Source: an optimization exercise on an open RTL-to-GDS flow (aim: small area). Production flows keep margins and buffers that such runs may drop. The RTL was checked by simulation tests, not by an equivalence proof against the original design. No activity file was given, so power comes from the tool's default toggle rates.

<file path="flow/run.sh">
#!/bin/bash
# The standard layout (standard.sh) with these changes:
# - synthesis is ORFS's, run through standard.sh and synth_recipe.tcl (so without the fsm
#   and share passes, then flattened and renamed as standard.sh does), but ABC maps the
#   combinational logic with an area-oriented script: each flow/abc_*.script is tried in
#   place of ORFS's abc_speed.script, and the one giving the smallest synthesized area is
#   kept (ORFS's own script is the fallback if none of them completes). Flip-flops are
#   mapped before ABC runs, so the registers, their names and cell types are those of the
#   standard synthesis;
# - every input and output port still gets its own buffer, but a buf_1 instead of the
#   larger cell buffer_ports picks by default;
# - clock tree synthesis adds no dummy loads and uses the clustering given below.
# Each make run's full output goes to a log in this folder (synth_*.log for the trial
# syntheses, standard.log for the final run); ORFS keeps its per-step logs under orfs/logs.
set -uo pipefail
here=$(pwd)
stat="$here/orfs/reports/sky130hd/iobus/base/synth_stat.txt"
best=""
best_area=""
for f in "$here"/flow/abc_*.script; do
  name=$(basename "$f" .script)
  dir="$here/scripts_$name"
  rm -rf "$dir" "$here/orfs"
  cp -r "$FLOW_HOME/scripts" "$dir"
  cp "$f" "$dir/abc_speed.script"
  if bash standard.sh SCRIPTS_DIR="$dir" synth > "$here/synth_$name.log" 2>&1 && [[ -f "$stat" ]]; then
    area=$(awk '/Chip area for/ {print $NF}' "$stat" | head -1)
    echo "$name: $area" >> "$here/synth_areas.log"
    if [[ -z "$best" ]] || awk -v a="$area" -v b="$best_area" 'BEGIN {exit !(a < b)}'; then
      best="$dir"
      best_area="$area"
    fi
  else
    echo "$name: failed" >> "$here/synth_areas.log"
  fi
done
rm -rf "$here/orfs"
args=()
if [[ -n "$best" ]]; then
  args+=(SCRIPTS_DIR="$best")
fi
echo "chosen: ${best:-ORFS default}" >> "$here/synth_areas.log"
set -e
bash standard.sh "${args[@]}" \
  BUFFER_PORTS_ARGS="-buffer_cell sky130_fd_sc_hd__buf_1" \
  CTS_ARGS="-sink_clustering_enable -repair_clock_nets -dont_use_dummy_load -sink_clustering_size 10 -sink_clustering_max_diameter 50 -buf_list sky130_fd_sc_hd__clkbuf_4" \
  finish > "$here/standard.log" 2>&1
</file>
<file path="flow/abc_s10.script">
strash
dc2
&get -n
&dch -f
&nf -R 1000 -p
&put
mfs3 -ae
strash
dc2
&get -n
&dch -f
&nf -R 1000 -p
&put
mfs3 -ae
topo
</file>
<file path="flow/abc_t3.script">
strash
&get -n
&dch -f
&nf -R 1000
&put
mfs3 -ae
strash
&get -n
&dch -f
&nf -R 1000
&put
mfs3 -ae
topo
</file>
<file path="flow/abc_t4.script">
strash
&get -n
&dch -f
&nf -R 1000
&put
mfs3 -ae
strash
&get -n
&dch -f
&nf -R 1000
&put
mfs3 -ae
strash
&get -n
&dch -f
&nf -R 1000
&put
mfs3 -ae
topo
</file>
<file path="flow/abc_t5.script">
strash
&get -n
&dch -f
&nf -R 1000 -p
&put
mfs3 -ae
strash
&get -n
&dch -f
&nf -R 1000 -p
&put
mfs3 -ae
topo
</file>
<file path="standard.sh">
#!/bin/bash
# synth_recipe.tcl (not shown) runs the flow's synth.tcl, then flattens the netlist and writes it again
# the make line also repeats each setting of config.mk as NAME=value (left out here)
make -C /OpenROAD-flow-scripts/flow DESIGN_CONFIG=/design/flow/config.mk WORK_HOME=/design/flow/orfs CLKGATE_MAP_FILE= SYNTH_SCRIPT=/design/flow/synth_recipe.tcl "${@:-finish}"
</file>
<file path="config.mk">
export PLATFORM = sky130hd
export DESIGN_NAME = iobus
export DESIGN_NICKNAME = iobus
export VERILOG_FILES = /design/flow/design.v
export SDC_FILE = /design/flow/constraint.sdc
export NUM_CORES = 4
export LEC_CHECK = 0
export CAP_MARGIN = 20
export CORE_MARGIN = 2
export CORE_UTILIZATION = 60
export SLEW_MARGIN = 20
</file>
<file path="constraint.sdc">
create_clock -name core_clock -period 10.0 [get_ports {clk_sys}]
set_input_delay 2.0000 -clock core_clock [delete_from_list [all_inputs] [get_ports {clk_sys}]]
set_output_delay 2.0000 -clock core_clock [all_outputs]
set_load 0.01 [all_outputs]
</file>
<file path="design.v">
module iobus(
	input clk_sys,
	input rst,
	input rxd,
	output txd,
	output zg,
	input zw,
	input rcl,
	output dpa,
	input rs,
	input rf,
	input rok,
	input rpe,
	input rqb,
	input rpn,
	input [0:3] rnb,
	input [0:15] rad,
	input [0:15] rdt,
	output dw,
	output dr,
	output din,
	output dok,
	output den,
	output dpe,
	output dpn,
	output [0:3] dnb,
	output [0:15] dad,
	output [0:15] ddt,
	input [0:15] w,
	input [0:3] rotary_pos,
	input [0:9] indicators,
	output [0:3] rotary_out,
	output rotary_trig,
	output [0:15] keys,
	output keys_trig,
	output [0:3] fn,
	output fn_v,
	output fn_trig
);
	localparam [5:0] L24 = 6'b110000;
	localparam [5:0] L49 = 6'b001001;
	localparam [5:0] L50 = 6'b010011;
	localparam [3:0] R_STOP  = 4'd9;
	localparam [3:0] R_IDLE  = 4'd10;
	localparam [3:0] R_START = 4'd11;
	reg [3:0] rxs;
	reg [5:0] rdiv;
	wire rdiv_end = (rdiv == L49);
	reg rx_rdy;
	reg clr;		 
	wire rx_data = ~rxs[3] | (rxs == 4'd8);
	wire rx_smp = rx_data & rdiv_end;
	wire rx_bit = rx_smp & ~rxs[3];	 
	always @ (posedge clk_sys) begin
		if (rst) rdiv <= 6'd0;
		else if ((rxs == R_IDLE) & ~rxd) rdiv <= L24;
		else if (rdiv_end) rdiv <= 6'd0;
		else rdiv <= {rdiv[4:0], ~(rdiv[5] ^ rdiv[4])};
	end
	always @ (posedge clk_sys) begin
		if (rst) begin
			rxs <= R_IDLE;
			clr <= 1'b1;
			rx_rdy <= 1'b0;
		end else begin
			rx_rdy <= 1'b0;
			if (rdiv_end) clr <= 1'b0;
			case (rxs)
				R_IDLE: if (!rxd) rxs <= R_START;
				R_START: begin
					if (rxd) rxs <= R_IDLE;
					else if (rdiv_end) rxs <= 4'd0;
				end
				R_STOP: begin
					rxs <= R_IDLE;
					rx_rdy <= rxd;
				end
				default: if (rdiv_end) rxs <= rxs + 1'b1;
			endcase
		end
	end
	localparam M_IDLE = 3'd0;
	localparam M_ARG  = 3'd1;
	localparam M_A1   = 3'd2;
	localparam M_A2H  = 3'd3;
	localparam M_A2L  = 3'd4;
	localparam M_A3H  = 3'd5;
	localparam M_A3L  = 3'd6;
	localparam M_DONE = 3'd7;
	reg [2:0] ms;
	reg m_rdy;
	reg [7:0] tcmd;
	reg [4:0] ta1;
	reg [15:0] ta2n;		 
	reg [15:0] ta3;
	always @ (posedge clk_sys) begin
		if (rst) begin
			ms <= M_IDLE;
			m_rdy <= 1'b0;
		end else begin
			m_rdy <= (ms == M_DONE);
			case (ms)
				M_IDLE: if (rx_rdy) ms <= M_ARG;
				M_ARG: ms <= tcmd[2] ? M_A1 : tcmd[1] ? M_A2H : tcmd[0] ? M_A3H : M_DONE;
				M_A1: if (rx_rdy) ms <= tcmd[1] ? M_A2H : tcmd[0] ? M_A3H : M_DONE;
				M_A2H: if (rx_rdy) begin
					ms <= M_A2L;
				end
				M_A2L: if (rx_rdy) begin
					ms <= tcmd[0] ? M_A3H : M_DONE;
				end
				M_A3H: if (rx_rdy) begin
					ms <= M_A3L;
				end
				M_A3L: if (rx_rdy) begin
					ms <= M_DONE;
				end
				M_DONE: ms <= M_IDLE;
			endcase
		end
	end
	wire sh_cmd = rx_bit & (ms == M_IDLE);
	wire sh_a1  = rx_bit & (ms == M_A1) & (rxs < 4'd5);
	wire sh_a2h = rx_bit & (ms == M_A2H);
	wire sh_a2l = rx_bit & (ms == M_A2L);
	wire sh_a3h = rx_bit & (ms == M_A3H);
	wire sh_a3l = rx_bit & (ms == M_A3L);
	wire rx_in = rxd & ~clr;
	always @ (posedge clk_sys) begin
		if (sh_cmd) tcmd <= {rxd, tcmd[7:1]};
		if (sh_a1) ta1 <= {rxd, ta1[4:1]};
		if (sh_a2h | clr) ta2n[15:8] <= {~rx_in, ta2n[15:9]};
		if (sh_a2l | clr) ta2n[7:0] <= {~rx_in, ta2n[7:1]};
		if (sh_a3h | clr) ta3[15:8] <= {rx_in, ta3[15:9]};
		if (sh_a3l | clr) ta3[7:0] <= {rx_in, ta3[7:1]};
	end
	wire c_r   = (tcmd == 8'h9e);
	wire c_w   = (tcmd == 8'h97);
	wire c_in  = (tcmd == 8'hb5);
	wire c_pa  = (tcmd == 8'h80);
	wire c_pe  = (tcmd[7:1] == 7'b0001100);
	wire c_ok  = (tcmd[7:1] == 7'b0001000) | c_pe;
	wire c_en  = (tcmd == 8'h08);
	wire c_cpd = (tcmd == 8'hc1);
	wire c_cpr = (tcmd == 8'hcc);
	wire c_cpf = (tcmd == 8'hd4);
	wire c_cps = (tcmd == 8'hd8);
	assign dpa = m_rdy & c_pa;
	assign keys = ta3;
	assign rotary_out = ta1[3:0];
	assign fn = ta1[3:0];
	assign fn_v = ta1[4];
	assign keys_trig = m_rdy & c_cpd;
	assign rotary_trig = m_rdy & c_cpr;
	assign fn_trig = m_rdy & c_cpf;
	reg zg_r;
	reg ir, iw;
	reg [4:0] ia1;
	reg [15:0] ia2n;		 
	reg [15:0] ia3;
	reg [4:0] tcnt5;
	wire [4:0] tcnt5_nx = {tcnt5[3:0], ~(tcnt5[4] ^ tcnt5[2])} | {5{tcnt5 == 5'b10000}};
	wire timeout = &tcnt5;
	wire zwzg = zw & zg_r;
	always @ (posedge clk_sys) begin
		if (rst) begin
			zg_r <= 1'b0;
		end else if (!zg_r) begin
			if (m_rdy & (c_r | c_w | c_in)) begin
				zg_r <= 1'b1;
				ir <= c_r;
				iw <= c_w;
				ia1 <= ta1;
				ia2n <= ta2n;
				ia3 <= ta3;
			end
		end else if (zw & (rok | timeout)) begin
			zg_r <= 1'b0;
		end
	end
	always @ (posedge clk_sys) begin
		if (rst | rok | !zwzg) tcnt5 <= 5'd0;
		else tcnt5 <= tcnt5_nx;
	end
	assign zg = zg_r;
	assign dr = zwzg & ir;
	assign dw = zwzg & iw;
	assign din = zwzg & ~ir & ~iw;
	assign dpn = zwzg & ia1[4];
	assign dnb = zwzg ? ia1[3:0] : 4'd0;
	assign dad = ~(ia2n | {16{~zwzg}});
	wire io_req = (rs | rf) & ~rad[15];
	reg rsa, rsb;
	reg [15:0] rddt;
	wire resp_act = rsa | rsb;
	always @ (posedge clk_sys) begin
		if (rst) begin
			rsa <= 1'b0;
			rsb <= 1'b0;
		end else if (!resp_act) begin
			if (io_req & m_rdy & (c_ok | c_en)) begin
				rsa <= c_ok;
				rsb <= c_en | c_pe;
				rddt <= ta3;
			end
		end else if (!io_req) begin
			rsa <= 1'b0;
			rsb <= 1'b0;
		end
	end
	assign dok = rsa;
	assign den = ~rsa & rsb;
	assign dpe = rsa & rsb;
	assign ddt = (zwzg ? ia3 : 16'd0) | (resp_act ? rddt : 16'd0);
	reg ena_cl, ena_cp, ena_bus;
	reg [7:0] enc_cmd;
	always @ (*) begin
		case ({rf, rs, dr, dw, din, rok, timeout, rpe})
			8'b10000000 : enc_cmd = { 1'b1,  4'b0101,  3'b110 };
			8'b01000000 : enc_cmd = { 1'b1,  4'b0100,  3'b111 };
			8'b00100100 : enc_cmd = { 1'b0, 4'b0010, 3'b001 };
			8'b00100101 : enc_cmd = { 1'b0, 4'b0011, 3'b000 };
			8'b00010100 : enc_cmd = { 1'b0, 4'b0010, 3'b000 };
			8'b00001100 : enc_cmd = { 1'b0, 4'b0010, 3'b000 };
			8'b00100010 : enc_cmd = { 1'b0, 4'b0100, 3'b000 };
			8'b00010010 : enc_cmd = { 1'b0, 4'b0100, 3'b000 };
			8'b00001010 : enc_cmd = { 1'b0, 4'b0100, 3'b000 };
			default     : enc_cmd = 8'd0;
		endcase
	end
	wire send_req = io_req;
	wire send_resp = (rok | timeout) & zwzg;
	reg [1:0] bst;		 
	reg [2:0] bk;
	reg [5:0] ba1;
	reg [15:0] ba2;
	reg [15:0] ba3;
	reg [2:0] bk_nx;
	always @ (*) begin
		case (enc_cmd)
			8'h10: bk_nx = 3'd1;
			8'h11: bk_nx = 3'd2;
			8'h18: bk_nx = 3'd3;
			8'h20: bk_nx = 3'd4;
			8'hae: bk_nx = 3'd6;
			8'ha7: bk_nx = 3'd7;
			default: bk_nx = send_req ? 3'd5 : 3'd0;
		endcase
	end
	wire is_req = bk[2] & (bk[1] | bk[0]);
	always @ (posedge clk_sys) begin
		if (rst) begin
			bst <= 2'd0;
		end else begin
			case (bst)
				2'd0: if (send_req | send_resp) begin
					bk <= bk_nx;
					ba1 <= {rqb, rpn, rnb};
					ba2 <= rad;
					ba3 <= rdt;
					bst <= 2'd1;
				end
				2'd1: if (ena_bus) bst <= 2'd2;
				default: if (!ena_bus && (is_req ? !send_req : !send_resp)) bst <= 2'd0;
			endcase
		end
	end
	reg [7:0] bcmd;
	always @ (*) begin
		case (bk)
			3'd1: bcmd = 8'h10;
			3'd2: bcmd = 8'h11;
			3'd3: bcmd = 8'h18;
			3'd4: bcmd = 8'h20;
			3'd6: bcmd = 8'hae;
			3'd7: bcmd = 8'ha7;
			default: bcmd = 8'h00;
		endcase
	end
	wire trig_bus = (bst == 2'd1);
	wire send_cp = m_rdy & c_cps;
	reg [1:0] cst;
	always @ (posedge clk_sys) begin
		if (rst) begin
			cst <= 2'd0;
		end else begin
			case (cst)
				2'd0: if (send_cp) cst <= 2'd1;
				2'd1: if (ena_cp) cst <= 2'd2;
				default: if (!ena_cp & !send_cp) cst <= 2'd0;
			endcase
		end
	end
	wire trig_cp = (cst == 2'd1);
	reg [1:0] lst;
	always @ (posedge clk_sys) begin
		if (rst) begin
			lst <= 2'd0;
		end else begin
			case (lst)
				2'd0: if (rcl) lst <= 2'd1;
				2'd1: if (ena_cl) lst <= 2'd2;
				default: if (!ena_cl & !rcl) lst <= 2'd0;
			endcase
		end
	end
	wire trig_cl = (lst == 2'd1);
	localparam T_STOP = 4'd0;
	localparam T_RDY  = 4'd1;
	localparam T_IDLE = 4'd4;
	localparam T_LOAD = 4'd5;
	localparam T_SEND = 4'd6;
	localparam T_START = 4'd7;
	reg [3:0] tp;
	reg [5:0] tdiv;
	wire [5:0] tdiv_nx = {tdiv[4:0], ~(tdiv[5] ^ tdiv[4])};
	reg [2:0] idx;
	reg [15:0] sw;
	reg [9:0] sind;
	reg [3:0] srot;
	wire [2:0] targ = ena_bus ? bcmd[2:0] : {1'b0, ena_cp, ena_cp};
	reg [2:0] nidx;
	reg nlast;
	always @ (*) begin
		nidx = 3'd0;
		nlast = 1'b0;
		case (idx)
			3'd0: if (targ[2]) nidx = 3'd1; else if (targ[1]) nidx = 3'd2; else if (targ[0]) nidx = 3'd4; else nlast = 1'b1;
			3'd1: if (targ[1]) nidx = 3'd2; else if (targ[0]) nidx = 3'd4; else nlast = 1'b1;
			3'd2: nidx = 3'd3;
			3'd3: if (targ[0]) nidx = 3'd4; else nlast = 1'b1;
			3'd4: nidx = 3'd5;
			default: nlast = 1'b1;
		endcase
	end
	always @ (posedge clk_sys) begin
		if (rst) begin
			tp <= T_IDLE;
			ena_cl <= 1'b0;
			ena_cp <= 1'b0;
			ena_bus <= 1'b0;
		end else begin
			case (tp)
				T_IDLE: if (trig_cl | trig_cp | trig_bus) begin
					ena_cl <= trig_cl;
					ena_cp <= trig_cp & ~trig_cl;
					ena_bus <= trig_bus & ~trig_cp & ~trig_cl;
					tp <= T_LOAD;
				end
				T_LOAD: begin
					sw <= w;
					sind <= indicators;
					srot <= rotary_pos;
					idx <= 3'd0;
					tp <= T_SEND;
				end
				T_SEND: begin
					tdiv <= 6'd0;
					tp <= T_START;
				end
				T_RDY: begin
					if (nlast) begin
						ena_cl <= 1'b0;
						ena_cp <= 1'b0;
						ena_bus <= 1'b0;
						tp <= T_IDLE;
					end else begin
						idx <= nidx;
						tp <= T_SEND;
					end
				end
				default: begin		 
					if (tdiv == L50) begin
						tdiv <= {5'd0, tp == 4'd15};
						tp <= tp + 1'b1;
					end else tdiv <= tdiv_nx;
				end
			endcase
		end
	end
	wire [3:0] wsel = {~idx[0], tp[2:0]};
	wire [15:0] s3 = {sind, 2'b00, srot};
	wire b2, b3, c2, c3;
	tx_sel16 SEL_B2(.d(ba2), .s(wsel), .y(b2));
	tx_sel16 SEL_B3(.d(ba3), .s(wsel), .y(b3));
	tx_sel16 SEL_C2(.d(sw), .s(wsel), .y(c2));
	tx_sel16 SEL_C3(.d(s3), .s(wsel), .y(c3));
	wire [7:0] cmdb = ena_bus ? bcmd : ena_cp ? 8'h13 : 8'h88;
	wire [7:0] a1b = {2'b00, ba1};
	wire k0, k1, ka0, wsel23;
	tx_mux4 SEL_K0(.d(cmdb[3:0]), .s(tp[1:0]), .y(k0));
	tx_mux4 SEL_K1(.d(cmdb[7:4]), .s(tp[1:0]), .y(k1));
	tx_mux4 SEL_A0(.d(a1b[3:0]), .s(tp[1:0]), .y(ka0));
	wire ka1 = ~tp[1] & (tp[0] ? a1b[5] : a1b[4]);
	wire w01 = idx[0] ? (tp[2] ? ka1 : ka0) : (tp[2] ? k1 : k0);
	wire tbit;
	tx_mux4 SEL_W(.d({b3, c3, b2, c2} ), .s({idx[2], ena_bus}), .y(wsel23));
	assign tbit = (idx[2] | idx[1]) ? wsel23 : w01;
	assign txd = tp[3] ? tbit : (tp != T_START);
endmodule
module tx_mux4(
	input [3:0] d,
	input [1:0] s,
	output y
);
	assign y = d[s];
endmodule
module tx_sel16(
	input [15:0] d,
	input [3:0] s,
	output y
);
	wire [3:0] m;
	tx_mux4 M0(.d(d[3:0]), .s(s[1:0]), .y(m[0]));
	tx_mux4 M1(.d(d[7:4]), .s(s[1:0]), .y(m[1]));
	tx_mux4 M2(.d(d[11:8]), .s(s[1:0]), .y(m[2]));
	tx_mux4 M3(.d(d[15:12]), .s(s[1:0]), .y(m[3]));
	tx_mux4 M4(.d(m), .s(s[3:2]), .y(y));
endmodule
</file>
==> reports/metrics.json, run 1 <==
{
  "worstSetupPathType": {"value": "in -> out"},
  "crit_required": {"value": 8.00, "unit": "ns"},
  "post-place-ws": {"value": 4.331, "unit": "ns"},
  "leading_cell_types_in_the_layout_fill_and_taps_excluded": {"value": "180 x edfxtp_1, 150 x buf_1, 53 x nor2_1, 45 x nand2_1, 37 x dfxtp_1"},
  "cells_on_worst_hold_path": {"value": 0},
  "finalPower": {"value": 1.824, "unit": "mW"},
  "drt-vias-per-instance": {"value": 5.815},
  "worstHoldEndpoint": {"value": "ia2n[8]"},
  "min-delay-start": {"value": "ta2n[8]"},
  "antenna_cells_inserted": {"value": 0},
  "layout.cells.non_filler": {"value": 944},
  "syn_area": {"value": 0.008517, "unit": "mm2"},
  "grt.overflow.total": {"value": 0},
  "grt_antenna_before_repair": {"value": 0},
  "numPortBuffers": {"value": 150},
  "flow.area_growth_from_synthesis": {"value": 12.12, "unit": "%"},
  "rrSetupSlack": {"value": 7.27, "unit": "ns"},
  "dieArea": {"value": 0.01516, "unit": "mm2"},
  "die_w": {"value": 123.1, "unit": "um"},
  "nNetsFinal": {"value": 853},
  "min-delay-path-class": {"value": "reg -> reg"},
  "firstDrtPassIters": {"value": 5},
  "setup-tns-final": {"value": 0, "unit": "ns"},
  "postSynthCellCount": {"value": 584},
  "post_cts_resize_count": {"value": 0},
  "outcome": {"value": "timing/DRC/antenna clean"},
  "pwr_density_cell": {"value": 191.0, "unit": "mW/mm2"},
  "synth_nets": {"value": 671},
  "static-leakage-power": {"value": 3.154, "unit": "nW"},
  "timing.rr.end": {"value": "ba3[5]"},
  "numPlacedInstances": {"value": 918},
  "min_period": {"value": 5.641, "unit": "ns"},
  "start_util": {"value": 0.6136},
  "first_pass_grt_wire_length": {"value": 26380, "unit": "um"},
  "worst_skew_late_latency": {"value": 0.62, "unit": "ns"},
  "first_global_vias": {"value": 5387},
  "netlist.area_leader.share": {"value": 0.6346},
  "final-hold-violation-count": {"value": 0},
  "setup_repair_after_global_routing_missed_its_margin": {"value": "no"},
  "clock_skew": {"value": 0.06449, "unit": "ns"},
  "r2r_start": {"value": "zg_r"},
  "ys_async_sr_fraction": {"value": 0},
  "maxCapViolCount": {"value": 0},
  "holdBufCountCts": {"value": 0},
  "die_height": {"value": 123.1, "unit": "um"},
  "min_period_over_period": {"value": 0.5641},
  "clkTransAtPathRegs": {"value": 0.10, "unit": "ns"},
  "floorplan.core_area": {"value": 0.01388, "unit": "mm2"},
  "post-cts-setup-buffers": {"value": 0},
  "setup_violations": {"value": 0},
  "critical_path.max_fanout": {"value": 17},
  "ff2ff_path_depth": {"value": 5},
  "detail_route.wirelength": {"value": 16540, "unit": "um"},
  "tightest_slew": {"value": 1.077, "unit": "ns"},
  "cts_tree": {"value": "yes"},
  "drt.antenna.violating_nets": {"value": 0},
  "critPathArrivalTime": {"value": 3.64, "unit": "ns"},
  "cts_buffer_depth": {"value": 3},
  "yosysWarnings": {"value": 1},
  "h-tree-depth": {"value": 1},
  "groute.usage.overall": {"value": 0.2227},
  "placement_rows": {"value": 43},
  "detailroute.via_count": {"value": 5489},
  "mostFrequentLayoutCell": {"value": "edfxtp_1"},
  "syn-mean-instance-area": {"value": 14.58, "unit": "um2"},
  "drc": {"value": 0},
  "worstSetupEndpointType": {"value": "output pin"},
  "post_synth_edffs": {"value": 180},
  "drt_iter0_markers": {"value": 363},
  "max_freq": {"value": 0.1773, "unit": "GHz"},
  "final_layout_size_suffix_gt1_frac": {"value": 0.07461},
  "netlist.top_cell.by_area": {"value": "edfxtp_1"},
  "design.portCount": {"value": 151},
  "final.setup.worst_slack": {"value": 4.359, "unit": "ns"},
  "routed_wire_length_per_instance": {"value": 17.52, "unit": "um"},
  "worst_setup_path_start_kind": {"value": "input port"},
  "number_of_flip_flops_and_latches_in_the_synthesized_netlist": {"value": 217},
  "ys_seq_area_frac": {"value": 0.7216},
  "clock_sink_count": {"value": 217},
  "cts_made_buffers": {"value": 26},
  "grt_start_max_net_pins": {"value": 43},
  "number_of_slew_limit_violations_in_the_final_report": {"value": 0},
  "relSlewSlack": {"value": 0.2819},
  "netlist-cell-type-count": {"value": 46},
  "place_congestion": {"value": 0.8767},
  "ctsRootBufferMaster": {"value": "clkbuf_4"},
  "synth_flop_cell": {"value": "edfxtp_1"},
  "vdd_ir_drop_max": {"value": 93.45, "unit": "uV"},
  "place_hpwl": {"value": 11510, "unit": "um"},
  "synth_area_leaders": {"value": "edfxtp_1 63%, dfxtp_1 8.7%, mux4_2 5.0%, nor2_1 2.4%, nand2_1 2.0%"}
}
cell type report:
cell class / instances / area (um2)
Sequential cell: 217 / 6146
Fill cell: 1019 / 4332
Multi-Input combinational cell: 340 / 2273
Timing Repair Buffer: 158 / 623.1
Tap cell: 180 / 225.2
Clock buffer: 26 / 195.2
Inverter: 23 / 86.33
synthesized netlist by cell type (8+ instances only):
cell type	instances
and2_0	10
nand2b_1	8
edfxtp_1	180
a22o_1	16
ha_1	10
nor2_1	54
a21oi_1	28
dfxtp_1	37
nand3_1	14
and3_1	10
clkinv_1	23
o21ai_0	27
nor3_1	27
nor2b_1	11
nand2_1	45
mux4_2	19
cell families after synthesis:
| kind of cell | synth area share |
|---|---|
| buffers and inverters | 0.01366 |
| multiplexers | 0.05142 |
| adder cells (fa/ha/maj) | 0.01469 |
| flip-flops | 0.7216 |
| AO/OA/AOI/OAI | 0.08521 |
| AND/OR/NAND/NOR | 0.1093 |
| XOR/XNOR | 0.004114 |
through the flow:
stage / hold WS, ns / utilization / cell area [um2]
4_1_cts: 0.4327 / 0.6879 / 9549
3_3_place_gp: 0.4051 / 0.6739 / 9354
2_1_floorplan: 0.4003 / - / 8517
3_5_place_dp: 0.4061 / 0.6739 / 9354
6_report: 0.4417 / 0.6879 / 9549
5_1_grt: 0.4526 / 0.6879 / 9549
routing by layer:
layer,part of all wire,wire [um],GRT usage
met5,0,0,0
met4,0.022,369,0.05824
met3,0.060,998,0.04059
met2,0.47,7764,0.3475
met1,0.45,7402,0.3284
report_power, final:
part / switching, mW / internal (mW) / total [mW]
Combinational: 0.196 / 0.149 / 0.345
Sequential: 0.0508 / 1.05 / 1.10
Clock: 0.255 / 0.119 / 0.375
Total: 0.503 / 1.32 / 1.82
state kept, by name, indices dropped and copies added, names as in the netlist, 6 cells and up:
register / flops
ta2n: 16
ia2n: 16
ia3: 16
tdiv: 6
ba2: 16
rddt: 16
rdiv: 6
sind: 10
sw: 16
tcmd: 8
ba3: 16
ba1: 6
ta3: 16
worst max-delay path by stage:
stage / from / endpoint / depth (start not counted)
after floorplan: zw / ba1[0] / 4
after global placement: zw / ddt[9] / 4
after detailed placement: zw / ddt[3] / 4
after CTS: zw / ddt[3] / 4
after global routing: zw / ddt[3] / 4
final: zw / ddt[12] / 4
worst max-delay path, stage by stage:
cell	delay, ns
buf_1	0.29
and2_0	0.90
a22o_1	0.28
buf_1	0.16
==> inputs of run 2 (changes only) <==
--- a/config.mk
+++ b/config.mk
@@ -7,5 +7,5 @@
 export LEC_CHECK = 0
 export CAP_MARGIN = 20
 export CORE_MARGIN = 2
-export CORE_UTILIZATION = 60
+export CORE_UTILIZATION = 40
 export SLEW_MARGIN = 20
==> run 2 against run 1 <==
Compared with the run above:
- highest routed layer unchanged
- largest power group unchanged
- sequential share of layout area decreased by 0.81 points
- clock-buffer cell count grew 1
- global-route usage shrank 7.0 points
- critical endpoint is now txd
- synthesized cell count stayed put
- critical path type is now reg -> out
- sequential power is essentially flat
- still clean on timing, DRC and antenna
==> reports/metrics.json, run 2 <==
{
  "tightest_slew": {"value": 1.017, "unit": "ns", "change": "-0.05977 ns"},
  "netlist-cell-type-count": {"value": 46, "change": "unchanged"},
  "critical_path.max_fanout": {"value": 21, "change": "+4"},
  "drc": {"value": 0, "change": "unchanged"},
  "worstSetupEndpointType": {"value": "output pin"},
  "maxCapViolCount": {"value": 0, "change": "unchanged"},
  "flow.area_growth_from_synthesis": {"value": 13.54, "unit": "%"},
  "clkTransAtPathRegs": {"value": 0.10, "unit": "ns", "change": "about the same"},
  "max_freq": {"value": 0.1849, "unit": "GHz", "change": "+4.3%"},
  "groute.usage.overall": {"value": 0.1525, "change": "-0.07018"},
  "post-place-ws": {"value": 4.333, "unit": "ns", "change": "+0.002120 ns"},
  "routed_wire_length_per_instance": {"value": 16.61, "unit": "um", "change": "-5.2%"},
  "layout.filler_cells": {"value": 1893, "change": "+86%"},
  "worst_setup_path_start_kind": {"value": "flip-flop"},
  "setup-tns-final": {"value": 0, "unit": "ns", "change": "unchanged"},
  "synth-simple-area-share": {"value": 0.1093, "change": "unchanged"},
  "min-delay-path-class": {"value": "reg -> reg"},
  "yosysWarnings": {"value": 1, "change": "unchanged"},
  "numPortBuffers": {"value": 150, "change": "unchanged"},
  "ctsRootBufferMaster": {"value": "clkbuf_4"},
  "ys_async_sr_fraction": {"value": 0, "change": "unchanged"},
  "final_layout_size_suffix_gt1_frac": {"value": 0.07461, "change": "unchanged"},
  "syn-mean-instance-area": {"value": 14.58, "unit": "um2", "change": "unchanged"},
  "grt_start_max_net_pins": {"value": 43, "change": "unchanged"},
  "pwr_density_cell": {"value": 189.0, "unit": "mW/mm2", "change": "-1.1%"},
  "floorplan.core_area": {"value": 0.02096, "unit": "mm2", "change": "+51%"},
  "cts_made_buffers": {"value": 27, "change": "+3.8%"},
  "number_of_slew_limit_violations_in_the_final_report": {"value": 0, "change": "unchanged"},
  "final_design_area_no_fill": {"value": 0.009671, "unit": "mm2", "change": "+1.3%"},
  "start_util": {"value": 0.4064, "change": "-0.2071"},
  "netlist.area_leader.share": {"value": 0.6346, "change": "unchanged"},
  "multi_input_area": {"value": 0.002273, "unit": "mm2", "change": "unchanged"},
  "clock_sink_count": {"value": 217, "change": "unchanged"},
  "placement_rows": {"value": 53, "change": "+23%"},
  "setup_violations": {"value": 0, "change": "unchanged"},
  "holdBufCountCts": {"value": 0, "change": "unchanged"},
  "synth_mux_area_frac": {"value": 0.05142, "change": "unchanged"},
  "leading_cell_types_in_the_layout_fill_and_taps_excluded": {"value": "180 x edfxtp_1, 150 x buf_1, 53 x nor2_1, 45 x nand2_1, 37 x dfxtp_1"},
  "nNetsFinal": {"value": 853, "change": "unchanged"},
  "die_w": {"value": 149.9, "unit": "um", "change": "+22%"},
  "share_of_the_synthesized_area_in_compound_gates_ao_oa_aoi_oai": {"value": 0.08521, "change": "unchanged"},
  "min_period_over_period": {"value": 0.5409, "change": "-0.02326"},
  "detail_route.wirelength": {"value": 17270, "unit": "um", "change": "+4.5%"},
  "layout.cells.non_filler": {"value": 1040, "change": "+10%"},
  "crit_family": {"value": "multiplexers"},
  "die_height": {"value": 149.9, "unit": "um", "change": "+22%"},
  "cts_buffer_depth": {"value": 3, "change": "unchanged"},
  "outcome": {"value": "timing/DRC/antenna clean"},
  "detailroute.via_count": {"value": 5406, "change": "-1.5%"},
  "syn_area": {"value": 0.008517, "unit": "mm2", "change": "unchanged"},
  "netlist.top_cell.by_area": {"value": "edfxtp_1"},
  "post_cts_resize_count": {"value": 0, "change": "unchanged"},
  "critPathArrivalTime": {"value": 3.41, "unit": "ns", "change": "-0.23 ns"},
  "cts_tree": {"value": "yes"},
  "numPlacedInstances": {"value": 1012, "change": "+10%"},
  "postSynthCellCount": {"value": 584, "change": "unchanged"},
  "final.setup.worst_slack": {"value": 4.591, "unit": "ns", "change": "+0.2326 ns"},
  "synth_area_leaders": {"value": "edfxtp_1 63%, dfxtp_1 8.7%, mux4_2 5.0%, nor2_1 2.4%, nand2_1 2.0%"},
  "crit_required": {"value": 8.00, "unit": "ns", "change": "about the same"},
  "drt.antenna.violating_nets": {"value": 0, "change": "unchanged"},
  "cp_num_buf_inv": {"value": 1, "change": "-1"},
  "mostFrequentLayoutCell": {"value": "edfxtp_1"},
  "drt_iter0_markers": {"value": 338, "change": "-6.9%"},
  "synth_flop_cell": {"value": "edfxtp_1"},
  "crit_chain": {"value": "mux4_2 > mux4_2 > mux4_2 > o21ai_0 > a32oi_1 > buf_1"},
  "h-tree-depth": {"value": 1, "change": "unchanged"},
  "number_of_flip_flops_and_latches_in_the_synthesized_netlist": {"value": 217, "change": "unchanged"},
  "worstSetupPathType": {"value": "reg -> out"},
  "relSlewSlack": {"value": 0.3212, "change": "+0.03933"},
  "vdd_ir_drop_max": {"value": 80.23, "unit": "uV", "change": "-14%"},
  "placement.cell_area": {"value": 0.009465, "unit": "mm2", "change": "+1.2%"},
  "synth_nets": {"value": 671, "change": "unchanged"},
  "ys_seq_area_frac": {"value": 0.7216, "change": "unchanged"},
  "finalPower": {"value": 1.827, "unit": "mW", "change": "+0.17%"},
  "final-hold-violation-count": {"value": 0, "change": "unchanged"},
  "dieArea": {"value": 0.02248, "unit": "mm2", "change": "+48%"},
  "crit_top_cell": {"value": "mux4_2"},
  "first_pass_grt_wire_length": {"value": 27340, "unit": "um", "change": "+3.7%"},
  "synth-adder-area-share": {"value": 0.01469, "change": "unchanged"},
  "grt.overflow.total": {"value": 0, "change": "unchanged"},
  "setup_repair_after_global_routing_missed_its_margin": {"value": "no"},
  "cp_slowest_stage_delay": {"value": 1.00, "unit": "ns", "change": "+0.10 ns"},
  "grt_antenna_before_repair": {"value": 1, "change": "+1"},
  "post_synth_edffs": {"value": 180, "change": "unchanged"},
  "worst_skew_late_latency": {"value": 0.63, "unit": "ns", "change": "about the same"},
  "synth_xor_xnor_area_share": {"value": 0.004113, "change": "unchanged"},
  "clock_skew": {"value": 0.04477, "unit": "ns", "change": "-0.01972 ns"},
  "min_period": {"value": 5.409, "unit": "ns", "change": "-0.2326 ns"},
  "firstDrtPassIters": {"value": 5, "change": "unchanged"},
  "static-leakage-power": {"value": 3.154, "unit": "nW", "change": "about the same"},
  "main_combinational_cell_family_by_area_after_synthesis": {"value": "simple AND/OR/NAND/NOR gates"},
  "drt-vias-per-instance": {"value": 5.198, "change": "-11%"},
  "post-cts-setup-buffers": {"value": 0, "change": "unchanged"},
  "synth_common_cells": {"value": "180 x edfxtp_1, 54 x nor2_1, 45 x nand2_1"},
  "place_hpwl": {"value": 12330, "unit": "um", "change": "+7.1%"},
  "first_global_vias": {"value": 5397, "change": "+0.19%"},
  "place_congestion": {"value": 0.8603, "change": "-1.9%"},
  "synthMostInstantiatedCell": {"value": "edfxtp_1"},
  "design.portCount": {"value": 151, "change": "unchanged"},
  "critical-path-slowest-cell": {"value": "dfxtp_1"},
  "register_area": {"value": 0.006146, "unit": "mm2", "change": "unchanged"}
}
## run 2: cell count changes in the layout (fill, tap and decap cells not counted), sizes merged
| cell | previous run | this run |
|---|---|---|
| buf | 158 | 157 |
| clkbuf | 26 | 27 |
| diode | 0 | 1 |
## run 2: cell type report
cell class | instances | share of cell area
Multi-Input combinational cell | 340 | 0.2351
Inverter | 23 | 0.008927
Sequential cell | 217 | 0.6355
Antenna cell | 1 | 0.0002588
Tap cell | 275 | 0.03558
Timing Repair Buffer | 157 | 0.06366
Clock buffer | 27 | 0.02096
## run 2: cells by family (layout without fill, tap and decap cells)
family          after synthesis  after routing
fa+ha+maj                    10             10
other cells                   0              1
xor+xnor                      4              4
compound gates              110            110
buf+inv                      27            207
flops                       217            217
mux                          20             20
simple gates                196            196
## run 2: stage by stage
| step | utilization | hold WS (ns) |
|---|---|---|
| finish | 0.4615 | 0.4279 |
| floorplan | - | 0.4003 |
| global placement | 0.4517 | 0.4045 |
| CTS | 0.4614 | 0.4301 |
| global route | 0.4615 | 0.4441 |
| detailed placement | 0.4517 | 0.4063 |
## run 2: where the power goes
group | internal, mW | leakage [nW] | switching (mW)
Combinational | 0.148 | 1.05 | 0.186
Clock | 0.124 | 0.124 | 0.258
Sequential | 1.05 | 1.98 | 0.0579
Total | 1.33 | 3.15 | 0.502
## run 2: final timing paths
path | startpoint | to | slack (ns) | cells past startpoint
worst max-delay path | tp[1] | txd | 4.59 | 6
worst min-delay path | ta2n[8] | ia2n[8] | 0.43 | 0
worst max register to register | tp[1] | ena_cp | 6.63 | 10
worst min register to register | ta2n[8] | ia2n[8] | 0.43 | 0
## run 2: routing by layer
metal / wire (um) / track usage / vias to the layer above
li1: - / - / 2602
met1: 7377 / 0.2025 / 2625
met2: 8593 / 0.2555 / 162
met3: 1086 / 0.03567 / 17
met4: 216 / 0.03538 / 0
met5: 0 / 0 / -
==> inputs of run 3 (changes only) <==
--- a/flow/run.sh
+++ b/flow/run.sh
@@ -43,5 +43,5 @@
 set -e
 bash standard.sh "${args[@]}" \
   BUFFER_PORTS_ARGS="-buffer_cell sky130_fd_sc_hd__buf_1" \
-  CTS_ARGS="-sink_clustering_enable -repair_clock_nets -dont_use_dummy_load -sink_clustering_size 10 -sink_clustering_max_diameter 50 -buf_list sky130_fd_sc_hd__clkbuf_4" \
+  CTS_ARGS="-sink_clustering_enable -repair_clock_nets -dont_use_dummy_load -sink_clustering_size 12 -sink_clustering_max_diameter 50 -buf_list sky130_fd_sc_hd__clkbuf_4" \
   finish > "$here/standard.log" 2>&1
==> run 3 against run 2 <==
Compared with the run above:
- combinational power about the same
- first-iteration DRC count up 24%
- flip-flop and latch count unchanged
- fmax down 0.23%
- clock-buffer cell count down 3
- worst setup slack worse by 0.012 ns
- highest routed layer unchanged
- non-clock buffer count unchanged
- total power down 0.71%
==> reports/metrics.json, run 3 <==
{
  "yosysWarnings": {"value": 1, "change": "unchanged"},
  "drt-vias-per-instance": {"value": 5.208, "change": "+0.20%"},
  "setup_repair_after_global_routing_missed_its_margin": {"value": "no"},
  "clock_skew": {"value": 0.06335, "unit": "ns", "change": "+0.01859 ns"},
  "setup-tns-final": {"value": 0, "unit": "ns", "change": "unchanged"},
  "first_global_vias": {"value": 5342, "change": "-1.0%"},
  "crit_required": {"value": 8.00, "unit": "ns", "change": "about the same"},
  "floorplan.core_area": {"value": 0.02096, "unit": "mm2", "change": "unchanged"},
  "min_period": {"value": 5.421, "unit": "ns", "change": "+0.01246 ns"},
  "final_design_area_no_fill": {"value": 0.009648, "unit": "mm2", "change": "-0.23%"},
  "pwr_density_cell": {"value": 188.1, "unit": "mW/mm2", "change": "-0.48%"},
  "post-place-ws": {"value": 4.333, "unit": "ns", "change": "unchanged"},
  "timing.rr.end": {"value": "ena_cp"},
  "holdBufCountCts": {"value": 0, "change": "unchanged"},
  "clock_sink_count": {"value": 217, "change": "unchanged"},
  "worst_setup_path_start_kind": {"value": "flip-flop"},
  "synthMostInstantiatedCell": {"value": "edfxtp_1"},
  "dieArea": {"value": 0.02248, "unit": "mm2", "change": "unchanged"},
  "cts_tree": {"value": "yes"},
  "startpoint": {"value": "tp[1]"},
  "h-tree-depth": {"value": 1, "change": "unchanged"},
  "leading_cell_types_in_the_layout_fill_and_taps_excluded": {"value": "180 x edfxtp_1, 150 x buf_1, 53 x nor2_1, 45 x nand2_1, 37 x dfxtp_1"},
  "number_of_flip_flops_and_latches_in_the_synthesized_netlist": {"value": 217, "change": "unchanged"},
  "worstSetupEndpointType": {"value": "output pin"},
  "synth_area_leaders": {"value": "edfxtp_1 63%, dfxtp_1 8.7%, mux4_2 5.0%, nor2_1 2.4%, nand2_1 2.0%"},
  "ys_seq_area_frac": {"value": 0.7216, "change": "unchanged"},
  "register_area": {"value": 0.006146, "unit": "mm2", "change": "unchanged"},
  "drt.antenna.violating_nets": {"value": 0, "change": "unchanged"},
  "finalPower": {"value": 1.815, "unit": "mW", "change": "-0.71%"},
  "number_of_slew_limit_violations_in_the_final_report": {"value": 0, "change": "unchanged"},
  "relSlewSlack": {"value": 0.3208, "change": "-0.0004050"},
  "worst_skew_late_latency": {"value": 0.64, "unit": "ns", "change": "about the same"},
  "die_height": {"value": 149.9, "unit": "um", "change": "unchanged"},
  "multi_input_area": {"value": 0.002273, "unit": "mm2", "change": "unchanged"},
  "first_pass_grt_wire_length": {"value": 27320, "unit": "um", "change": "about the same"},
  "max_freq": {"value": 0.1845, "unit": "GHz", "change": "-0.23%"},
  "place_congestion": {"value": 0.8603, "change": "unchanged"},
  "post_synth_edffs": {"value": 180, "change": "unchanged"},
  "rrSetupSlack": {"value": 6.62, "unit": "ns", "change": "about the same"},
  "min_period_over_period": {"value": 0.5421, "change": "+0.001246"},
  "vdd_ir_drop_max": {"value": 77.65, "unit": "uV", "change": "-3.2%"},
  "drt_iter0_markers": {"value": 420, "change": "+24%"},
  "tightest_slew": {"value": 1.017, "unit": "ns", "change": "+0.0006067 ns"},
  "cts_buffer_depth": {"value": 3, "change": "unchanged"},
  "routed_wire_length_per_instance": {"value": 16.64, "unit": "um", "change": "+0.21%"},
  "numPortBuffers": {"value": 150, "change": "unchanged"},
  "critical_path.endpoint": {"value": "txd"},
  "detailroute.via_count": {"value": 5401, "change": "-0.092%"},
  "static-leakage-power": {"value": 3.140, "unit": "nW", "change": "-0.44%"},
  "worstSetupPathType": {"value": "reg -> out"},
  "outcome": {"value": "timing/DRC/antenna clean"},
  "groute.usage.overall": {"value": 0.1526, "change": "about the same"},
  "detail_route.wirelength": {"value": 17260, "unit": "um", "change": "about the same"},
  "setup_violations": {"value": 0, "change": "unchanged"},
  "final-hold-violation-count": {"value": 0, "change": "unchanged"},
  "netlist.area_leader.share": {"value": 0.6346, "change": "unchanged"},
  "synth_common_cells": {"value": "180 x edfxtp_1, 54 x nor2_1, 45 x nand2_1"},
  "final_layout_size_suffix_gt1_frac": {"value": 0.07096, "change": "-0.003648"},
  "grt_antenna_before_repair": {"value": 1, "change": "unchanged"},
  "placement_rows": {"value": 53, "change": "unchanged"},
  "critPathArrivalTime": {"value": 3.42, "unit": "ns", "change": "about the same"},
  "flow.area_growth_from_synthesis": {"value": 13.28, "unit": "%"},
  "syn-mean-instance-area": {"value": 14.58, "unit": "um2", "change": "unchanged"},
  "post-cts-setup-buffers": {"value": 0, "change": "unchanged"},
  "start_util": {"value": 0.4064, "change": "unchanged"},
  "maxCapViolCount": {"value": 0, "change": "unchanged"},
  "final.setup.worst_slack": {"value": 4.579, "unit": "ns", "change": "-0.01246 ns"},
  "fin_worst_hold_slack": {"value": 0.4156, "unit": "ns", "change": "-0.01230 ns"},
  "drc": {"value": 0, "change": "unchanged"},
  "grt.overflow.total": {"value": 0, "change": "unchanged"},
  "firstDrtPassIters": {"value": 5, "change": "unchanged"},
  "min-delay-path-class": {"value": "reg -> reg"},
  "place_hpwl": {"value": 12330, "unit": "um", "change": "unchanged"},
  "placement.cell_area": {"value": 0.009465, "unit": "mm2", "change": "unchanged"},
  "clkTransAtPathRegs": {"value": 0.12, "unit": "ns", "change": "+0.02 ns"},
  "netlist.top_cell.by_area": {"value": "edfxtp_1"},
  "r2r_start": {"value": "tp[1]"},
  "critical_path.max_fanout": {"value": 21, "change": "unchanged"},
  "ff2ff_path_depth": {"value": 10, "change": "unchanged"},
  "synth_flop_cell": {"value": "edfxtp_1"},
  "ys_async_sr_fraction": {"value": 0, "change": "unchanged"},
  "netlist-cell-type-count": {"value": 46, "change": "unchanged"},
  "postSynthCellCount": {"value": 584, "change": "unchanged"},
  "syn_area": {"value": 0.008517, "unit": "mm2", "change": "unchanged"},
  "nNetsFinal": {"value": 850, "change": "-0.35%"},
  "cts_made_buffers": {"value": 24, "change": "-11%"},
  "die_w": {"value": 149.9, "unit": "um", "change": "unchanged"},
  "ctsRootBufferMaster": {"value": "clkbuf_4"},
  "post_cts_resize_count": {"value": 0, "change": "unchanged"},
  "synth_nets": {"value": 671, "change": "unchanged"},
  "design.portCount": {"value": 151, "change": "unchanged"},
  "grt_start_max_net_pins": {"value": 43, "change": "unchanged"},
  "mostFrequentLayoutCell": {"value": "edfxtp_1"},
  "layout.filler_cells": {"value": 1899, "change": "+0.32%"}
}
[run 3: cell counts after synthesis]
Identical to the previous run, type by type.
[run 3: kinds of logic after synthesis]
| family | share of synthesized area |
|---|---|
| flops | 0.7216 |
| mux | 0.05142 |
| xor+xnor | 0.004114 |
| simple gates | 0.1093 |
| compound gates | 0.08521 |
| buf+inv | 0.01366 |
| fa+ha+maj | 0.01469 |
[run 3: power by group]
part,switching (mW),internal (mW),leakage [nW]
clock network,0.260,0.111,0.110
logic,0.186,0.148,1.05
registers,0.0575,1.05,1.98
total,0.503,1.31,3.14
[run 3: worst min path at each step]
stage	startpoint	endpoint	slack (ns)	depth (start not counted)
3_5_place_dp	ta2n[8]	ia2n[8]	0.41	0
4_1_cts	ta2n[8]	ia2n[8]	0.42	0
5_1_grt	ta2n[8]	ia2n[8]	0.44	0
6_report	ta2n[8]	ia2n[8]	0.42	0
3_3_place_gp	ta2n[0]	ia2n[0]	0.40	0
2_1_floorplan	ta2n[0]	ia2n[0]	0.40	0
[run 3: area by class of cell]
| type | instances | share of cell area |
|---|---|---|
| antenna | 1 | 0.0002594 |
| clock buffer | 24 | 0.01867 |
| inverter | 23 | 0.008948 |
| multi-input combinational | 340 | 0.2356 |
| sequential | 217 | 0.6370 |
| tap | 275 | 0.03566 |
| timing repair buffer | 157 | 0.06380 |
[run 3: stage by stage]
| stage | util | instances |
|---|---|---|
| after floorplan | - | 584 |
| after global placement | 0.4517 | 1012 |
| after detailed placement | 0.4517 | 1012 |
| after CTS | 0.4603 | 1036 |
| after global routing | 0.4604 | 1037 |
| final | 0.4604 | 1037 |
[run 3: worst max-delay path: stages, from the launching register on]
cell     delay (ns)
dfxtp_1        1.01
mux4_2         0.42
mux4_2         0.50
mux4_2         0.45
o21ai_0        0.10
a32oi_1        0.13
buf_1          0.16
[run 3: routing by layer]
layer	part of all wire	wire length [um]	vias up	track usage
li1	-	-	2594	-
met1	0.43	7461	2633	0.2032
met2	0.49	8502	148	0.2559
met3	0.057	984	26	0.03232
met4	0.018	311	0	0.03868
met5	0	0	-	0
==> inputs of run 4 (changes only) <==
--- a/flow/run.sh
+++ b/flow/run.sh
@@ -4,9 +4,10 @@
 #   and share passes, then flattened and renamed as standard.sh does), but ABC maps the
 #   combinational logic with an area-oriented script: each flow/abc_*.script is tried in
 #   place of ORFS's abc_speed.script, and the one giving the smallest synthesized area is
-#   kept (ORFS's own script is the fallback if none of them completes). Flip-flops are
-#   mapped before ABC runs, so the registers, their names and cell types are those of the
-#   standard synthesis;
+#   kept (ORFS's own script is the fallback if none of them completes). These syntheses
+#   also leave adders to ABC instead of mapping them to the platform's adder cells first
+#   (ADDER_MAP_FILE empty). Flip-flops are mapped before either step, so the registers,
+#   their names and cell types are those of the standard synthesis;
 # - every input and output port still gets its own buffer, but a buf_1 instead of the
 #   larger cell buffer_ports picks by default;
 # - clock tree synthesis adds no dummy loads and uses the clustering given below.
@@ -23,7 +24,7 @@
   rm -rf "$dir" "$here/orfs"
   cp -r "$FLOW_HOME/scripts" "$dir"
   cp "$f" "$dir/abc_speed.script"
-  if bash standard.sh SCRIPTS_DIR="$dir" synth > "$here/synth_$name.log" 2>&1 && [[ -f "$stat" ]]; then
+  if bash standard.sh SCRIPTS_DIR="$dir" ADDER_MAP_FILE= synth > "$here/synth_$name.log" 2>&1 && [[ -f "$stat" ]]; then
     area=$(awk '/Chip area for/ {print $NF}' "$stat" | head -1)
     echo "$name: $area" >> "$here/synth_areas.log"
     if [[ -z "$best" ]] || awk -v a="$area" -v b="$best_area" 'BEGIN {exit !(a < b)}'; then
@@ -37,11 +38,11 @@
 rm -rf "$here/orfs"
 args=()
 if [[ -n "$best" ]]; then
-  args+=(SCRIPTS_DIR="$best")
+  args+=(SCRIPTS_DIR="$best" ADDER_MAP_FILE=)
 fi
 echo "chosen: ${best:-ORFS default}" >> "$here/synth_areas.log"
 set -e
 bash standard.sh "${args[@]}" \
   BUFFER_PORTS_ARGS="-buffer_cell sky130_fd_sc_hd__buf_1" \
-  CTS_ARGS="-sink_clustering_enable -repair_clock_nets -dont_use_dummy_load -sink_clustering_size 12 -sink_clustering_max_diameter 50 -buf_list sky130_fd_sc_hd__clkbuf_4" \
+  CTS_ARGS="-sink_clustering_enable -repair_clock_nets -dont_use_dummy_load -sink_clustering_size 10 -sink_clustering_max_diameter 50 -buf_list sky130_fd_sc_hd__clkbuf_4" \
   finish > "$here/standard.log" 2>&1
--- a/config.mk
+++ b/config.mk
@@ -8,4 +8,5 @@
 export CAP_MARGIN = 20
 export CORE_MARGIN = 2
 export CORE_UTILIZATION = 40
+export PLACE_DENSITY = 0.8
 export SLEW_MARGIN = 20
==> run 4 against run 3 <==
Compared with the run above:
- still clean
- worst hold slack improved by 0.014 ns
- flip-flop and latch count did not move
- clock skew rose by 0.022 ns
- synthesized cell count rose by 0.68%
- final cell count rose by 0.48%
- via count rose by 3.8%
- clock power rose by 5%
- synthesized area fell by 2.9%
- final area fell by 1.8%
- total power fell by 2.4%
- sequential power barely moved
- largest power group unchanged
- highest routed layer unchanged
==> reports/metrics.json, run 4 <==
{
  "outcome": {"value": "timing/DRC/antenna clean"},
  "setup_repair_after_global_routing_missed_its_margin": {"value": "no"},
  "postSynthCellCount": {"value": 588, "change": "+0.68%"},
  "h-tree-depth": {"value": 1, "change": "unchanged"},
  "final.setup.worst_slack": {"value": 4.658, "unit": "ns", "change": "+0.07881 ns"},
  "maxCapViolCount": {"value": 0, "change": "unchanged"},
  "crit_required": {"value": 8.00, "unit": "ns", "change": "about the same"},
  "relSlewSlack": {"value": 0.3406, "change": "+0.01985"},
  "post-cts-setup-buffers": {"value": 0, "change": "unchanged"},
  "min_period_over_period": {"value": 0.5342, "change": "-0.007881"},
  "critical_path.max_fanout": {"value": 16, "change": "-24%"},
  "final-hold-violation-count": {"value": 0, "change": "unchanged"},
  "antenna_cells_inserted": {"value": 0, "change": "-1"},
  "detail_route.wirelength": {"value": 17910, "unit": "um", "change": "+3.8%"},
  "worstSetupPathType": {"value": "in -> out"},
  "place_hpwl": {"value": 12360, "unit": "um", "change": "+0.19%"},
  "grt-busiest-layer": {"value": "met2"},
  "nNetsFinal": {"value": 851, "change": "+0.12%"},
  "critical-path-slowest-cell": {"value": "and2_1"},
  "cp_slowest_stage_delay": {"value": 0.68, "unit": "ns", "change": "-0.33 ns"},
  "ys_seq_area_frac": {"value": 0.7435, "change": "+0.02184"},
  "ys_async_sr_fraction": {"value": 0, "change": "unchanged"},
  "numPortBuffers": {"value": 150, "change": "unchanged"},
  "multi_input_area": {"value": 0.002079, "unit": "mm2", "change": "-8.5%"},
  "register_area": {"value": 0.006146, "unit": "mm2", "change": "unchanged"},
  "post_cts_resize_count": {"value": 0, "change": "unchanged"},
  "tightest_slew": {"value": 0.9809, "unit": "ns", "change": "-0.03655 ns"},
  "clock_sink_count": {"value": 217, "change": "unchanged"},
  "min-delay-start": {"value": "ta2n[2]"},
  "startpoint": {"value": "zw"},
  "routed_wire_length_per_instance": {"value": 17.19, "unit": "um", "change": "+3.3%"},
  "grt.overflow.total": {"value": 0, "change": "unchanged"},
  "yosysWarnings": {"value": 1, "change": "unchanged"},
  "vdd_ir_drop_max": {"value": 93.35, "unit": "uV", "change": "+20%"},
  "final_layout_size_suffix_gt1_frac": {"value": 0.05570, "change": "-0.01526"},
  "mostFrequentLayoutCell": {"value": "edfxtp_1"},
  "first_global_vias": {"value": 5635, "change": "+5.5%"},
  "worstSetupEndpointType": {"value": "output pin"},
  "firstDrtPassIters": {"value": 7, "change": "+2"},
  "dieArea": {"value": 0.02183, "unit": "mm2", "change": "-2.9%"},
  "first_pass_grt_wire_length": {"value": 28440, "unit": "um", "change": "+4.1%"},
  "netlist-cell-type-count": {"value": 47, "change": "+2.2%"},
  "worst_setup_path_start_kind": {"value": "input port"},
  "use_met1": {"value": 0.2086, "change": "+0.005358"},
  "worst_skew_late_latency": {"value": 0.66, "unit": "ns", "change": "+0.02 ns"},
  "crit_family": {"value": "simple AND/OR/NAND/NOR gates"},
  "grt_antenna_before_repair": {"value": 0, "change": "-1"},
  "clock_skew": {"value": 0.08526, "unit": "ns", "change": "+0.02191 ns"},
  "netlist.area_leader.share": {"value": 0.6539, "change": "+0.01921"},
  "drc": {"value": 0, "change": "unchanged"},
  "cts_buffer_depth": {"value": 3, "change": "unchanged"},
  "r2r_start": {"value": "tcmd[6]"},
  "detailroute.via_count": {"value": 5607, "change": "+3.8%"},
  "placement_rows": {"value": 52, "change": "-1.9%"},
  "cts_tree": {"value": "yes"},
  "netlist.top_cell.by_area": {"value": "edfxtp_1"},
  "groute.usage.overall": {"value": 0.1627, "change": "+0.01007"},
  "floorplan.core_area": {"value": 0.02023, "unit": "mm2", "change": "-3.4%"},
  "crit_chain": {"value": "buf_1 > and2_1 > a22o_1 > buf_1"},
  "syn_area": {"value": 0.008267, "unit": "mm2", "change": "-2.9%"},
  "design.portCount": {"value": 151, "change": "unchanged"},
  "min-delay-path-class": {"value": "reg -> reg"},
  "start_util": {"value": 0.4085, "change": "+0.002109"},
  "post-place-ws": {"value": 4.370, "unit": "ns", "change": "+0.03665 ns"},
  "critPathArrivalTime": {"value": 3.34, "unit": "ns", "change": "-0.08 ns"},
  "cts_made_buffers": {"value": 28, "change": "+17%"},
  "static-leakage-power": {"value": 3.032, "unit": "nW", "change": "-3.5%"},
  "drt_iter0_markers": {"value": 351, "change": "-16%"},
  "place_congestion": {"value": 0.8274, "change": "-3.8%"},
  "crit_top_cell": {"value": "buf_1"},
  "synthMostInstantiatedCell": {"value": "edfxtp_1"},
  "gr-usage-met3": {"value": 0.04259, "change": "+0.01028"},
  "post_synth_edffs": {"value": 180, "change": "unchanged"},
  "synth_nets": {"value": 665, "change": "-0.89%"},
  "setup_violations": {"value": 0, "change": "unchanged"},
  "leading_cell_types_in_the_layout_fill_and_taps_excluded": {"value": "180 x edfxtp_1, 150 x buf_1, 63 x nor2_1, 45 x nand2_1, 37 x dfxtp_1"},
  "number_of_slew_limit_violations_in_the_final_report": {"value": 0, "change": "unchanged"},
  "layout.filler_cells": {"value": 1854, "change": "-2.4%"},
  "syn-mean-instance-area": {"value": 14.06, "unit": "um2", "change": "-3.6%"},
  "groute.layer.met2.usage": {"value": 0.2758, "change": "+0.01988"},
  "ctsRootBufferMaster": {"value": "clkbuf_4"},
  "number_of_flip_flops_and_latches_in_the_synthesized_netlist": {"value": 217, "change": "unchanged"},
  "cp_num_buf_inv": {"value": 2, "change": "+1"},
  "min_period": {"value": 5.342, "unit": "ns", "change": "-0.07881 ns"},
  "drt.antenna.violating_nets": {"value": 0, "change": "unchanged"},
  "synth_flop_cell": {"value": "edfxtp_1"},
  "pwr_density_cell": {"value": 186.9, "unit": "mW/mm2", "change": "-0.61%"},
  "holdBufCountCts": {"value": 0, "change": "unchanged"},
  "setup-tns-final": {"value": 0, "unit": "ns", "change": "unchanged"},
  "max_freq": {"value": 0.1872, "unit": "GHz", "change": "+1.5%"},
  "synth_common_cells": {"value": "180 x edfxtp_1, 64 x nor2_1, 45 x nand2_1"},
  "die_height": {"value": 147.8, "unit": "um", "change": "-1.4%"},
  "flow.area_growth_from_synthesis": {"value": 14.59, "unit": "%"},
  "drt-vias-per-instance": {"value": 5.381, "change": "+3.3%"},
  "grt_start_max_net_pins": {"value": 42, "change": "-2.3%"},
  "clkTransAtPathRegs": {"value": 0.09, "unit": "ns", "change": "-0.03 ns"},
  "die_w": {"value": 147.8, "unit": "um", "change": "-1.4%"},
  "synth_area_leaders": {"value": "edfxtp_1 65%, dfxtp_1 9.0%, nor2_1 2.9%, nand2_1 2.0%, a22o_1 2.0%"}
}
==> run 4: cell count changes after synthesis, moves of 6 or more <==
cell	change
nand3_1	+6
a222oi_1	+10
mux4_2	-19
nor3_1	-7
clkinv_1	-12
a221oi_1	+6
a22oi_1	+9
nor2_1	+10
ha_1	-10
==> run 4: routing by layer <==
layer  routed length [um]  vias up
li1                     -     2669
met1                 7497     2704
met2                 8440      201
met3                 1597       33
met4                  376        0
met5                    0        -
==> run 4: path summary, 6_finish.rpt <==
kind | depth (start not counted) | slack, ns | end
setup reg to reg | 6 | 6.98 | ia2n[4]
hold reg to reg | 0 | 0.43 | ta2n[1]
hold / removal | 0 | 0.43 | ta2n[1]
setup / recovery | 4 | 4.66 | ddt[11]
==> run 4: kinds of logic (layout without fill, tap and decap cells) <==
family / Yosys count / in the layout / synth area share
mux: 1 / 1 / 0.001362
flops: 217 / 217 / 0.7435
simple gates: 211 / 211 / 0.1223
xor+xnor: 3 / 3 / 0.003179
buf+inv: 15 / 199 / 0.008627
compound gates: 141 / 141 / 0.1211
==> run 4: worst register-to-register path, cell delays in order (launching register included) <==
cell      delay (ns)
edfxtp_1        0.44
nand2b_1        0.22
nand2b_1        0.20
nor4b_1         0.44
o31ai_1         0.19
nor3_2          0.66
buf_4           0.51
==> run 4: cell type report <==
type                       instances  area share
clock buffer                      28     0.02219
inverter                          11    0.004359
timing repair buffer             160     0.06948
tap                              270     0.03566
multi-input combinational        356      0.2195
sequential                       217      0.6488
==> run 4: per-stage QoR <==
| stage | std cells | power, mW | hold slack [ns] | utilization | cell area (um2) |
|---|---|---|---|---|---|
| finish | 1042 | 1.771 | 0.4297 | 0.4682 | 9473 |
| global route | 1042 | 1.874 | 0.4240 | 0.4682 | 9473 |
| CTS | 1041 | 1.793 | 0.4294 | 0.4668 | 9445 |
| detailed placement | 1013 | 1.403 | 0.4137 | 0.4564 | 9235 |
| global placement | 1013 | 1.389 | 0.4003 | 0.4564 | 9235 |
| floorplan | 588 | 1.296 | 0.4003 | - | 8267 |
==> run 4: report_power, final <==
group	leakage, nW	internal [mW]	switching, mW
Combinational	0.926	0.116	0.182
Clock	0.129	0.128	0.259
Sequential	1.98	1.04	0.0436
==> inputs of run 5 (changes only) <==
--- a/config.mk
+++ b/config.mk
@@ -8,5 +8,4 @@
 export CAP_MARGIN = 20
 export CORE_MARGIN = 2
 export CORE_UTILIZATION = 40
-export PLACE_DENSITY = 0.8
 export SLEW_MARGIN = 20
==> run 5 against run 4 <==
Compared with the run above:
- still clean
- via count is essentially flat
- first-iteration DRC count grew 42%
- global-route usage grew 0.43 points
- worst hold slack lost 0.028 ns
- core utilization shrank 0.087 points
- register-to-register slack gained 0.15 ns
- combinational power shrank 2%
- largest power group unchanged
==> reports/metrics.json, run 5 <==
{
  "first_pass_grt_wire_length": {"value": 29240, "unit": "um", "change": "+2.8%"},
  "grt_start_max_net_pins": {"value": 42, "change": "unchanged"},
  "layout.cells.non_filler": {"value": 1040, "change": "-0.19%"},
  "worst_skew_late_latency": {"value": 0.65, "unit": "ns", "change": "about the same"},
  "setup-tns-final": {"value": 0, "unit": "ns", "change": "unchanged"},
  "postSynthCellCount": {"value": 588, "change": "unchanged"},
  "detailroute.via_count": {"value": 5611, "change": "+0.071%"},
  "critical_path.max_fanout": {"value": 16, "change": "unchanged"},
  "critical-path-slowest-cell": {"value": "and2_0"},
  "vdd_ir_drop_max": {"value": 78.28, "unit": "uV", "change": "-16%"},
  "number_of_flip_flops_and_latches_in_the_synthesized_netlist": {"value": 217, "change": "unchanged"},
  "routed_wire_length_per_instance": {"value": 17.68, "unit": "um", "change": "+2.8%"},
  "firstDrtPassIters": {"value": 5, "change": "-2"},
  "clock_power_share": {"value": 0.219, "change": "about the same"},
  "synth_area_leaders": {"value": "edfxtp_1 65%, dfxtp_1 9.0%, nor2_1 2.9%, nand2_1 2.0%, a22o_1 2.0%"},
  "min_period": {"value": 5.547, "unit": "ns", "change": "+0.2049 ns"},
  "tightest_slew": {"value": 1.018, "unit": "ns", "change": "+0.03702 ns"},
  "layout.filler_cells": {"value": 1840, "change": "-0.76%"},
  "groute.usage.overall": {"value": 0.1670, "change": "+0.004310"},
  "post-place-ws": {"value": 4.413, "unit": "ns", "change": "+0.04299 ns"},
  "ys_seq_area_frac": {"value": 0.7435, "change": "unchanged"},
  "drt-vias-per-instance": {"value": 5.395, "change": "+0.26%"},
  "start_util": {"value": 0.4085, "change": "unchanged"},
  "holdBufCountCts": {"value": 0, "change": "unchanged"},
  "dieArea": {"value": 0.02183, "unit": "mm2", "change": "unchanged"},
  "place_congestion": {"value": 0.8225, "change": "-0.59%"},
  "post-cts-setup-buffers": {"value": 0, "change": "unchanged"},
  "setup_repair_after_global_routing_missed_its_margin": {"value": "no"},
  "clock_skew": {"value": 0.06347, "unit": "ns", "change": "-0.02180 ns"},
  "crit_required": {"value": 8.00, "unit": "ns", "change": "about the same"},
  "syn-mean-instance-area": {"value": 14.06, "unit": "um2", "change": "unchanged"},
  "cts_made_buffers": {"value": 27, "change": "-3.6%"},
  "clock_sink_count": {"value": 217, "change": "unchanged"},
  "synthMostInstantiatedCell": {"value": "edfxtp_1"},
  "share_seq_of_total_power": {"value": 0.617, "change": "+0.004"},
  "yosysWarnings": {"value": 1, "change": "unchanged"},
  "netlist.area_leader.share": {"value": 0.6539, "change": "unchanged"},
  "place_hpwl": {"value": 12440, "unit": "um", "change": "+0.64%"},
  "fin_worst_hold_slack": {"value": 0.4022, "unit": "ns", "change": "-0.02754 ns"},
  "detail_route.wirelength": {"value": 18390, "unit": "um", "change": "+2.6%"},
  "worst_setup_path_start_kind": {"value": "input port"},
  "switching_power": {"value": 0.4889, "unit": "mW", "change": "+0.76%"},
  "floorplan.core_area": {"value": 0.02023, "unit": "mm2", "change": "unchanged"},
  "setup_violations": {"value": 0, "change": "unchanged"},
  "final-hold-violation-count": {"value": 0, "change": "unchanged"},
  "cts_tree": {"value": "yes"},
  "p_sw_frac": {"value": 0.2766, "change": "+0.002630"},
  "finalPower": {"value": 1.767, "unit": "mW", "change": "-0.20%"},
  "worstSetupEndpointType": {"value": "output pin"},
  "crit_chain": {"value": "buf_1 > and2_0 > a22o_1 > buf_1"},
  "netlist-cell-type-count": {"value": 47, "change": "unchanged"},
  "design.portCount": {"value": 151, "change": "unchanged"},
  "placement_rows": {"value": 52, "change": "unchanged"},
  "syn_area": {"value": 0.008267, "unit": "mm2", "change": "unchanged"},
  "drt_iter0_markers": {"value": 497, "change": "+42%"},
  "static-leakage-power": {"value": 3.022, "unit": "nW", "change": "-0.34%"},
  "final_layout_size_suffix_gt1_frac": {"value": 0.05455, "change": "-0.001154"},
  "synth_common_cells": {"value": "180 x edfxtp_1, 64 x nor2_1, 45 x nand2_1"},
  "cells_on_worst_hold_path": {"value": 0, "change": "unchanged"},
  "numPortBuffers": {"value": 150, "change": "unchanged"},
  "leading_cell_types_in_the_layout_fill_and_taps_excluded": {"value": "180 x edfxtp_1, 150 x buf_1, 62 x nor2_1, 45 x nand2_1, 36 x dfxtp_1"},
  "antenna_cells_inserted": {"value": 0, "change": "unchanged"},
  "drt.antenna.violating_nets": {"value": 0, "change": "unchanged"},
  "cts_buffer_depth": {"value": 3, "change": "unchanged"},
  "die_height": {"value": 147.8, "unit": "um", "change": "unchanged"},
  "pwr_density_cell": {"value": 186.9, "unit": "mW/mm2", "change": "about the same"},
  "synth_flop_cell": {"value": "edfxtp_1"},
  "maxCapViolCount": {"value": 0, "change": "unchanged"},
  "critical_path_cell_count": {"value": 4, "change": "unchanged"},
  "outcome": {"value": "timing/DRC/antenna clean"},
  "cp_slowest_stage_delay": {"value": 0.85, "unit": "ns", "change": "+0.17 ns"}
}
## run 5: cell types whose count changed in the layout (fill, tap and decap cells not counted), sizes merged
cell	before	now
buf	160	159
clkbuf	28	27
## run 5: final timing paths
check	to	start	slack (ns)
worst min-delay path	ia2n[0]	ta2n[0]	0.40
worst max register to register	tp[3]	tp[1]	7.13
worst min register to register	ia2n[0]	ta2n[0]	0.40
worst max-delay path	ddt[3]	zw	4.45
## run 5: per-layer routing
metal,track usage,vias up,part of all wire
met3,0.03827,37,0.076
met4,0.04519,0,0.022
li1,-,2662,-
met5,0,-,0
met2,0.2916,206,0.49
met1,0.2097,2706,0.41
## run 5: logic make-up (layout without fill, tap and decap cells)
logic type	after synthesis	in the layout	share of synthesized area
AOI/OAI and AO/OA	141	141	0.1211
DFF	217	217	0.7435
xor gates and xnor gates	3	3	0.003179
and+or+nand+nor	211	211	0.1223
muxes	1	1	0.001362
buffers and inverters	15	197	0.008627
## run 5: cell type report
class	count	area (um2)	share of cell area
flip-flops and latches	217	6147	0.6501
well taps	270	337.8	0.03573
clock buffers	27	202.7	0.02144
inverters	11	41.29	0.004367
repair buffers	159	650.6	0.06881
multi-input cells	356	2076	0.2195
## run 5: worst reg2reg max path, cell delays in order (launching register included)
cell and delay [ns]:
dfxtp_1 0.42, nor2b_1 0.64, buf_4 0.34, nor2b_1 0.32, nor2_1 0.15, o21ai_0 0.17
clkinv_1 0.10, o21ai_0 0.28, nand2_1 0.14, xor2_1 0.16, nor2_1 0.06
## run 5: stage by stage
step / instance area, um2 / util
after global routing: 9455 / 0.4673
final: 9455 / 0.4673
after CTS: 9427 / 0.4659
after floorplan: 8267 / -
after global placement: 9224 / 0.4559
after detailed placement: 9224 / 0.4559
## run 5: power groups by stage
stage / registers (mW) / logic [mW] / clock network [mW]
final: 1.09 / 0.291 / 0.386
after global routing: 1.10 / 0.327 / 0.440
after CTS: 1.09 / 0.291 / 0.405
after detailed placement: 1.11 / 0.289 / 0
after global placement: 1.11 / 0.282 / 0
after floorplan: 1.10 / 0.199 / 0

Setup slack of run 5, layout unchanged: 4.453 ns with ideal ports, 4.431 ns with driving cells assumed (clock clkbuf_16, inputs buf_2), 4.431 ns with port delays also shifted by the 0.661 ns mid clock arrival.
